Background: an optimization exercise with open tools, aiming at small area, a short achievable clock period and few clock cycles per item. Do not read the settings as production practice. Where RTL was checked, it was by simulation tests only, not by an equivalence proof against the original. No activity file was given, so power comes from the tool's default toggle rates.

rev 12:
## cache_controller
module cache_controller(
    input  logic         clk,
    input  logic         rst_n,
    input  logic         read_req,      
    input  logic         write_req,     
    input  logic         cache_flush,   
    input  logic [31:0]  p_addr,        
    output logic [31:0]  m_addr,        
    input  logic [31:0]  p_w_data,      
    output logic [31:0]  p_r_data,      
    input  logic [127:0] m_r_data,      
    output logic [127:0] m_w_data,      
    input  logic         main_mem_ack,  
    output logic         mem_write,     
    output logic         mem_read,      
    output logic         stall,         
    output logic         p_ready        
);
clock: 6.0 ns
lec_check: 0
cap_margin: 20
core_margin: 2
core_utilization: 40
setup_slack_margin: 2.0
slew_margin: 20
standard.sh (not shown) runs the stock make flow with config.mk's settings and CLKGATE_MAP_FILE= SYNTH_SCRIPT=/design/flow/synth_recipe.tcl, a recipe that flattens the netlist after the stock synthesis.
==> flow/flow/run.sh <==
#!/bin/bash
# Standard layout, with plain buffers on the ports.
cp standard.sh standard_sh_copy.txt
export BUFFER_PORTS_ARGS="-buffer_cell sky130_fd_sc_hd__buf_2"
bash standard.sh > standard.log 2>&1
The inputs of rev 13 differ from those of rev 12 as listed below.
Settings: SETUP_SLACK_MARGIN: 2.0 -> 2.4.
==> comparison <==
Measured against each other, rev 13 and rev 12 differ in total wire length, the higher figure coming from rev 13. Going from rev 12 to rev 13, leakage power grew by a few percent. The higher final area came out of rev 13. Going from rev 12 to rev 13, number of non-clock buffers in the layout grew by a few percent. Rev 13 finished every step from synthesis to the final layout, and the layout passed the timing, design-rule and antenna checks. Cell internal power dissipation in rev 13 vs rev 12: down 0.069 mW. Across both runs, wire length of the first global-routing pass was higher for rev 13 than for rev 12. Sort rev 13 and rev 12 by portion of the layout cell area used by clock cells asc -> top: rev 13.
No run of this note included a check of the RTL's function; only the layout flow was run.

== run 1 ==
cache_controller, a different RTL version from the one above (not shown whole).
Size: about 780 cells after synthesis, about 170 flip-flops.
==> flow/config.mk <==
export PLATFORM = sky130hd
export DESIGN_NAME = cache_controller
export DESIGN_NICKNAME = cache_controller
export VERILOG_FILES = /design/flow/design.v
export SDC_FILE = /design/flow/constraint.sdc
export NUM_CORES = 4
export LEC_CHECK = 0
export CAP_MARGIN = 20
export CORE_MARGIN = 2
export CORE_UTILIZATION = 45
export CTS_BUF_LIST = sky130_fd_sc_hd__clkbuf_8
export SETUP_SLACK_MARGIN = 2.8
export SLEW_MARGIN = 20
==> flow/constraint.sdc <==
create_clock -name core_clock -period 6.0 [get_ports {clk}]
set_input_delay 1.2000 -clock core_clock [delete_from_list [all_inputs] [get_ports {clk}]]
set_output_delay 1.2000 -clock core_clock [all_outputs]
set_load 0.01 [all_outputs]
==> flow/flow/run.sh <==
#!/bin/bash
# Standard layout with two changes:
#  - synthesis maps the logic with an area-oriented ABC script
#    (flow/abc_area.script) instead of ORFS's speed script; everything else
#    in the standard flow's synthesis script (synth_recipe.tcl) is kept;
#  - the ports get plain buf_1 buffers (buffer_ports -buffer_cell).
set -euo pipefail
W=$PWD
# synth_recipe.tcl with a wrapper that swaps the ABC script
{
  head -n 1 synth_recipe.tcl
  cat <<EOT
proc abc {args} {
  set i [lsearch -exact \$args -script]
  if {\$i >= 0} { set args [lreplace \$args [expr {\$i+1}] [expr {\$i+1}] $W/flow/abc_area.script] }
  yosys abc {*}\$args
}
EOT
  tail -n +2 synth_recipe.tcl
} > synth_area.tcl
sed "s#SYNTH_SCRIPT=[^ ]*synth_recipe.tcl#SYNTH_SCRIPT=$W/synth_area.tcl#" standard.sh > standard_area.sh
grep -q "SYNTH_SCRIPT=$W/synth_area.tcl" standard_area.sh
export BUFFER_PORTS_ARGS="-buffer_cell sky130_fd_sc_hd__buf_1"
bash standard_area.sh > standard.log 2>&1
==> flow/flow/abc_area.script <==
strash
&get -n
&fraig -x
&put
dc2
strash
&get -n
&dch -f
&nf
&put
Run 1 finished end to end and its layout was clean on timing, DRC and antenna.
Here is what was changed in the inputs of run 2 compared with run 1.
-- flow/config.mk --
<<< run 1, line 10
export CORE_UTILIZATION = 45
>>> run 2, line 10
export CORE_UTILIZATION = 60
Results
- Against run 1, run 2 reports a effective utilization at floorplan that is higher.
- Run 2 is listed as incomplete: the tool reported an error in global routing (5_1_grt) and the run ended there.
- Run 2 has number of placed instances, taps included below what run 1 had.
- Delta (run 2 minus run 1): cell area after placement now sits lower; number of cell rows now sits lower.
diff inputs: run 2 => run 3
-- flow/config.mk --
<<< run 2, line 10
export CORE_UTILIZATION = 60
>>> run 3, line 10
export CORE_UTILIZATION = 45
<<< run 2, line 12
export SETUP_SLACK_MARGIN = 2.8
>>> run 3, line 12
export SETUP_SLACK_MARGIN = 2.5
--- outcome ---
Run 3 went all the way through the flow, and no timing, DRC or antenna check failed.
| synthesized cell count | run 3 vs run 2 | ≈ equal |
Compared with run 2, run 3 shows row count that has gone up by more than 10%.
Side by side, area of placed instances turned out higher in run 3 than in run 2.
Area after synthesis came out exactly the same in run 2 and run 3.
Run 3 -> run 2: count of H-tree levels built during CTS delta 0, exact match
Changes in run 4 relative to run 3:
-- flow/config.mk --
<<< run 3, line 12
export SETUP_SLACK_MARGIN = 2.5
>>> run 4, line 12
export SETUP_SLACK_MARGIN = 2.2
==> run summary <==
Going from run 3 to run 4, aggregate global-route resource usage shrinks by 1.5 points.
There was hardly any difference in final worst hold slack between run 3 and run 4.
Between run 4 and run 3, it is run 4 whose design area is lower, by 6.6%.
Compared with run 3, largest net degree at the start of global routing in run 4 increased by more than half.
Slew at the pin with the worst max-slew slack: run 4 vs run 3 down 0.014 ns
Delta (run 4 minus run 3): area of the placeable core roughly the same, clock share of power increased 0.5 points, share of flip-flops with an asynchronous set or reset after synthesis has remained practically unchanged, wire length per cell went down, number of vias in the routed layout lost 3.2%.
Cmp run 3 and run 4 / total power / higher: run 3
Function was not checked in any run of this note: the RTL went through the layout flow alone.

Setup of run D:
cache_controller, a different RTL version from the one above (not shown whole).
Size in the first run: about 870 cells after synthesis, ~170 flip-flops, about 390 I/O pins.
Design cache_controller, start of the top module:
module cache_controller(
    input  logic         clk,
    input  logic         rst_n,
    input  logic         read_req,      
    input  logic         write_req,     
    input  logic         cache_flush,   
    input  logic [31:0]  p_addr,        
    output logic [31:0]  m_addr,        
    input  logic [31:0]  p_w_data,      
    output logic [31:0]  p_r_data,      
    input  logic [127:0] m_r_data,      
    output logic [127:0] m_w_data,      
    input  logic         main_mem_ack,  
    output logic         mem_write,     
    output logic         mem_read,      
    output logic         stall,         
    output logic         p_ready        
);
clock: 6.0 ns
lec_check: 0
cap_margin: 20
core_margin: 2
core_utilization: 60
setup_slack_margin: 2.5
slew_margin: 20
==> flow/flow/run.sh <==
#!/bin/bash
# Standard layout, with plain buffers on the ports.
cp standard.sh standard_sh_copy.txt
export BUFFER_PORTS_ARGS="-buffer_cell sky130_fd_sc_hd__buf_1"
bash standard.sh > standard.log 2>&1
Testbench counts of run D, summed over its fixed seeds: cycles 67,648, items 12,008.
#### Input delta (run A over run D)
Settings: CORE_UTILIZATION now 40, was 60.
diff --git a/flow/flow/run.sh b/flow/flow/run.sh
--- a/flow/flow/run.sh
+++ b/flow/flow/run.sh
@@ -4 +4 @@
-export BUFFER_PORTS_ARGS="-buffer_cell sky130_fd_sc_hd__buf_1"
+export BUFFER_PORTS_ARGS="-buffer_cell sky130_fd_sc_hd__buf_2"
Findings:
Run A finished all stages; the layout is clean. Delta (run A minus run D): sequential share of cell area shows a reduction of 1.9 points; flip-flop and latch count shows no meaningful change; first-pass GRT wire length shows an increase of 9.0%; die outline area shows an increase of 48%; clock period minus worst slack shows a reduction of 0.087 ns. Compared with run D, run A shows a higher count of placed standard cells in the final layout, fillers left out.

cache_controller, a different RTL version from the one above (not shown whole).
For scale: roughly 170 flip-flops, roughly 8600 um^2 of cells after synthesis.
Design cache_controller, start of the top module:
module cache_controller(
    input  logic         clk,
    input  logic         rst_n,
    input  logic         read_req,      
    input  logic         write_req,     
    input  logic         cache_flush,   
    input  logic [31:0]  p_addr,        
    output logic [31:0]  m_addr,        
    input  logic [31:0]  p_w_data,      
    output logic [31:0]  p_r_data,      
    input  logic [127:0] m_r_data,      
    output logic [127:0] m_w_data,      
    input  logic         main_mem_ack,  
    output logic         mem_write,     
    output logic         mem_read,      
    output logic         stall,         
    output logic         p_ready        
);
clock: 6.0 ns
lec_check: 0
cap_margin: 20
core_margin: 2
core_utilization: 60
cts_buf_list: sky130_fd_sc_hd__clkbuf_4 sky130_fd_sc_hd__clkbuf_8
cts_cluster_size: 30
setup_slack_margin: 2.8
slew_margin: 20
==> flow/flow/run.sh <==
#!/bin/bash
# Standard layout, with plain buffers on the ports.
cp standard.sh standard_sh_copy.txt
export BUFFER_PORTS_ARGS="-buffer_cell sky130_fd_sc_hd__buf_1"
bash standard.sh > standard.log 2>&1
Testbench counts at the start, summed over its fixed seeds: cycles 67,648, items 12,008.
Then changed:
==> flow/flow/run.sh (replaced) <==
#!/bin/bash
# Standard layout with two changes:
#  - synthesis maps the logic with an area-oriented ABC script
#    (flow/abc_area.script) instead of ORFS's speed script; everything else
#    in the standard flow's synthesis script (synth_recipe.tcl) is kept;
#  - the ports get plain buf_1 buffers (buffer_ports -buffer_cell).
set -euo pipefail
W=$PWD
# synth_recipe.tcl with a wrapper that swaps the ABC script
{
  head -n 1 synth_recipe.tcl
  cat <<EOT
proc abc {args} {
  set i [lsearch -exact \$args -script]
  if {\$i >= 0} { set args [lreplace \$args [expr {\$i+1}] [expr {\$i+1}] $W/flow/abc_area.script] }
  yosys abc {*}\$args
}
EOT
  tail -n +2 synth_recipe.tcl
} > synth_area.tcl
sed "s#SYNTH_SCRIPT=[^ ]*synth_recipe.tcl#SYNTH_SCRIPT=$W/synth_area.tcl#" standard.sh > standard_area.sh
grep -q "SYNTH_SCRIPT=$W/synth_area.tcl" standard_area.sh
export BUFFER_PORTS_ARGS="-buffer_cell sky130_fd_sc_hd__buf_1"
bash standard_area.sh > standard.log 2>&1
==> flow/flow/abc_area.script (new file) <==
strash
&get -n
&fraig -x
&put
dc2
strash
&get -n
&dch -f
&nf
&put
- CTS_BUF_LIST: sky130_fd_sc_hd__clkbuf_4 sky130_fd_sc_hd__clkbuf_8 -> sky130_fd_sc_hd__clkbuf_8
- CTS_CLUSTER_SIZE: 30 -> not set
Non-clock buffer count rose by 6; power rose by about 0.7%; wire length rose by about 14%; area after synthesis fell by 12%; clock power fell by about 8%; clock-buffer cell count fell by 4; core utilization rose by 6.3 points; fmax fell by 3.6%.
Then changed:
- CORE_UTILIZATION: 60 -> 45
Result: Die area rises by 32%; worst hold slack gets better by 40 ps; global-route usage fell by 11 points; sequential cell count stays the same; synthesized area stays the same; combinational power barely changes; worst setup slack is better by 33 ps.
Then changed:
- CORE_UTILIZATION: 45 -> 50
- SETUP_SLACK_MARGIN: 2.8 -> 2.5
What happened: The new run completed without violations. Global-route usage rises by 2.4 points. Critical path depth is unchanged. Sequential share of layout area grows by 1.4 points. Power shrinks by about 1.5%. Synthesized cell count is unchanged. Final area is lower by 3.7%. Sequential power stays flat. Via count shrinks by 1.3%.
Then changed:
==> flow/flow/run.sh (replaced) <==
#!/bin/bash
# Standard layout, with plain buffers on the ports.
cp standard.sh standard_sh_copy.txt
export BUFFER_PORTS_ARGS="-buffer_cell sky130_fd_sc_hd__buf_1"
bash standard.sh > standard.log 2>&1
- CORE_UTILIZATION: 50 -> 60
- CTS_BUF_LIST: sky130_fd_sc_hd__clkbuf_8 -> not set
removed: flow/flow/abc_area.script
Result: Register-to-register slack improves by 470 ps. Worst setup slack is worse by 84 ps. Design area came out higher by about 8%. Total power increases by about 4.6%.
Then changed:
- SETUP_SLACK_MARGIN: 2.5 -> 2.8
- The changed run completed without violations
- core utilization rises by 1.0 points
- global-route usage rises by 0.23 points
- critical path depth rises by 2
- combinational power stays flat

[re-timing with driven ports]
The results above use ideal ports. As a check the final layouts listed here were re-extracted and re-timed, cells and wires unchanged. Step 1 sets driving cells, clkbuf_16 on the clock port and buf_2 on the other inputs (assumed; they add their load-dependent delay and slew). Step 2 moves the port delays by t, midway between the first and last clock arrival at a register: inputs arrive t later, outputs are due t later. That takes back most of the time a late clock gives input paths. a / b / c = ideal / step 1 / step 2; a / b = the first two.
run | t (ns) | setup slack, ns | hold WS [ns] | clock arrival spread, ns | cell pins on the clock port's net
rev 12 | 0.471 | 2.081 / 2.042 / 2.042 | 0.545 / 0.545 / 0.545 | 0.013 / 0.013 | 1
rev 13 | 0.461 | 2.193 / 2.172 / 2.172 | 0.553 / 0.553 / 0.553 | 0.012 / 0.012 | 1
run 1 | 0.509 | 2.431 / 2.387 / 2.124 | 0.451 / 0.451 / 0.451 | 0.016 / 0.016 | 1
run 3 | 0.488 | 2.455 / 2.415 / 2.499 | 0.471 / 0.471 / 0.471 | 0.015 / 0.015 | 1
run 4 | 0.487 | 2.354 / 2.314 / 2.485 | 0.474 / 0.474 / 0.474 | 0.016 / 0.015 | 1
run D | 0.479 | 2.525 / 2.480 / 2.510 | 0.492 / 0.492 / 0.492 | 0.010 / 0.010 | 1
run A | 0.468 | 2.612 / 2.594 / 2.594 | 0.479 / 0.479 / 0.479 | 0.017 / 0.017 | 1
the first run of note 4 | 0.497 | 2.700 / 2.662 / 2.652 | 0.452 / 0.452 / 0.452 | 0.017 / 0.017 | 1
the second run of note 4 | 0.491 | 2.576 / 2.531 / 2.398 | 0.427 / 0.427 / 0.427 | 0.015 / 0.016 | 1
the third run of note 4 | 0.505 | 2.609 / 2.602 / 2.123 | 0.467 / 0.467 / 0.467 | 0.014 / 0.014 | 1
the fourth run of note 4 | 0.506 | 2.612 / 2.576 / 2.134 | 0.415 / 0.415 / 0.415 | 0.016 / 0.016 | 1
the fifth run of note 4 | 0.468 | 2.527 / 2.484 / 2.427 | 0.452 / 0.452 / 0.452 | 0.009 / 0.008 | 1
the sixth run of note 4 | 0.468 | 2.708 / 2.670 / 2.617 | 0.450 / 0.450 / 0.450 | 0.010 / 0.010 | 1
After both steps every run listed still meets setup and hold. The setup slack of the third run of note 4, which loses most, moves by -0.007 ns with the drivers and by -0.486 ns with both steps.
